This design comes from an exercise in tuning for small area on the open sky130 flow, not from production work. Where RTL was checked, it was by simulation tests only, not by an equivalence proof against the original. Power is estimated from default activity; no workload was simulated.

== job 101 ==
==> flow/design.v <==
`default_nettype none
module fp16_sum(input wire clk,input wire [15:0] num1,num2,output reg [15:0] out);
	localparam K = 7;
	function automatic [12:0] radd12(input [11:0] a, input [11:0] b, input ci);
		integer k;
		reg c;
		begin
			c = ci;
			for (k = 0; k < 12; k = k + 1) begin
				radd12[k] = a[k] ^ b[k] ^ c;
				c = (a[k] & b[k]) | (c & (a[k] ^ b[k]));
			end
			radd12[12] = c;
		end
	endfunction
	function automatic gt10(input [9:0] a, input [9:0] b);
		integer k;
		reg g;
		begin
			g = 1'b0;
			for (k = 0; k < 10; k = k + 1)
				g = (a[k] & ~b[k]) | (~(a[k] ^ b[k]) & g);
			gt10 = g;
		end
	endfunction
	wire [4:0]  e1   = num1[14:10];
	wire [4:0]  e2   = num2[14:10];
	wire [12:0] a12  = radd12({7'd0, e1}, {7'h7f, ~e2}, 1'b1);    
	wire [12:0] a21  = radd12({7'd0, e2}, {7'h7f, ~e1}, 1'b1);    
	wire        egt  = ~a12[12];                    
	wire        eeq  = e1 == e2;
	wire [4:0]  d    = egt ? a21[4:0] : a12[4:0];
	wire        swap = egt | (eeq & gt10(num2[9:0], num1[9:0]));    
	wire [9:0]  bm   = swap ? num2[9:0] : num1[9:0];
	wire [9:0]  sm   = swap ? num1[9:0] : num2[9:0];
	wire [10:0] sn   = {1'b1, sm} >> d;
	wire        sub  = num1[15] ^ num2[15];
	wire [12:0] lsum = radd12({{(12-K){1'b0}}, bm[K-1:0]}, {{(12-K){1'b0}}, sn[K-1:0] ^ {K{sub}}}, sub);
	reg        r1_sign, r1_sub;
	reg [4:0]  r1_exp;
	reg [9:K]  r1_bm;
	reg [10:K] r1_sn;
	reg [K:0]  r1_lo;        
	always @(posedge clk) begin
		r1_sign <= swap ? num2[15] : num1[15];
		r1_sub  <= sub;
		r1_exp  <= egt ? e2 : e1;
		r1_bm   <= bm[9:K];
		r1_sn   <= sn[10:K];
		r1_lo   <= lsum[K:0];
	end
	wire [12:0] ps  = radd12({{(K+1){1'b0}}, 1'b1, r1_bm}, {{(K+1){1'b0}}, r1_sn ^ {(11-K){r1_sub}}}, r1_lo[K]);
	wire [11:0] pre = {ps[11-K] ^ r1_sub, ps[10-K:0], r1_lo[K-1:0]};
	reg  [3:0]  p;
	integer i;
	always @* begin
		p = 4'd0;
		for (i = 0; i < 12; i = i + 1)
			if (pre[i]) p = i;
	end
	wire [11:0] x  = {pre[11:2], pre[1:0] & {2{~r1_sub}}};
	wire [11:0] xs = x << (4'd11 - p);
	wire        nz = |pre;
	wire [12:0] ee = radd12({7'd0, r1_exp}, {8'd0, p} + 12'hff6, 1'b0);
	wire [4:0]  re = nz ? ee[4:0] : 5'd0;
	wire [9:0]  rm = xs[10:1];
	reg [15:0] s2, s3, s4;
	always @(posedge clk) begin
		s2  <= {r1_sign, re, rm};
		s3  <= s2;
		s4  <= s3;
		out <= s4;
	end
endmodule
export LEC_CHECK = 0
export ABC_AREA = 1
export CAP_MARGIN = 20
export CORE_MARGIN = 2
export CORE_UTILIZATION = 55
export SLEW_MARGIN = 20
create_clock -name core_clock -period 4.5 [get_ports {clk}]
standard.sh (not shown) runs the stock make flow with config.mk's settings and CLKGATE_MAP_FILE= SYNTH_SCRIPT=/design/flow/synth_recipe.tcl, a recipe that flattens the netlist after the stock synthesis.
==> flow/flow/run.sh <==
#!/bin/bash
# The standard layout with three changes:
#  - synthesis maps with flow/abc.script and without the adder cell step;
#  - the port buffers are plain buf_1 cells.
set -euo pipefail
here=$(pwd)
inner=$(grep -o 'SYNTH_SCRIPT=[^ ]*' standard.sh | head -1 | cut -d= -f2-)
export OWN_INNER_SYNTH=$inner
export OWN_ABC_SCRIPT=$here/flow/abc.script
export BUFFER_PORTS_ARGS="-buffer_cell sky130_fd_sc_hd__buf_1"
sed "s#SYNTH_SCRIPT=[^ ]*#SYNTH_SCRIPT=$here/flow/synth.tcl ADDER_MAP_FILE=#" standard.sh > own.sh
bash own.sh > flow.log 2>&1
==> flow/flow/abc.script <==
strash
dch -f
map -D 3400 -B 0.2
strash
dch -f
map -D 3400 -B 0.2
topo
stime -c
buffer -c
upsize -c
dnsize -c
==> flow/flow/synth.tcl <==
# The standard flow's synthesis script, with our own ABC script for the technology
# mapping (the registers and their names are unchanged).
proc abc {args} {
  set i [lsearch -exact $args -script]
  if {$i >= 0} { lset args [expr {$i + 1}] $::env(OWN_ABC_SCRIPT) }
  yosys abc {*}$args
}
source $::env(OWN_INNER_SYNTH)
What job 102 does differently from job 101 at the input level:
--- a/flow/design.v
+++ b/flow/design.v
@@ -1,6 +1,6 @@
 `default_nettype none
 module fp16_sum(input wire clk,input wire [15:0] num1,num2,output reg [15:0] out);
-	localparam K = 7;
+	localparam K = 9;
 	function automatic [12:0] radd12(input [11:0] a, input [11:0] b, input ci);
 		integer k;
 		reg c;
Findings:
- Summary: power of the clock network, job 102 worse than job 101
- [diff] minimum period implied by the final worst setup slack, job 102 relative to job 101: regression
- Job 102: slack of the worst reg-to-reg path is 0.20 ns higher than what job 101 reported.
- Job 102 ends up with a critical path depth that is about 15% lower than in job 101.
- Going from job 101 to job 102, the layout filler cell count was found to have gone down by 78.
- Diff job 101 -> job 102: final clock period utilization by the worst path moved up, summed instance area of the synthesized netlist shows a reduction of 43 sq um, die area -1.1%.
Only the layout flow was run in job 102; the RTL was not checked for function there.

==> what the ideal ports hide <==
The flow's constraints put no driver on any port. The routed layouts listed below were extracted and timed again, unchanged, in two steps. Step 1, drivers: a clkbuf_16 drives clk and a buf_2 each remaining input, both assumed. Step 2 moves the port delays by t, midway between the first and last clock arrival at a register: inputs arrive t later, outputs are due t later. That takes back most of the time a late clock gives input paths. Slacks: ideal / step 1 / step 2; pairs: ideal / step 1.
run	t, ns	setup WS [ns]	worst setup path at the end	latest minus earliest clock arrival (ns)	worst data-port slew with drivers (ns)
job 101	0.372	0.558 / 0.565 / 0.193	input to register	0.007 / 0.008	0.04
job 102	0.362	0.396 / 0.399 / 0.037	input to register	0.011 / 0.011	0.03
After both steps every run listed still meets setup and hold. The setup slack of job 101, which loses most, moves by +0.007 ns with the drivers and by -0.365 ns with both steps.
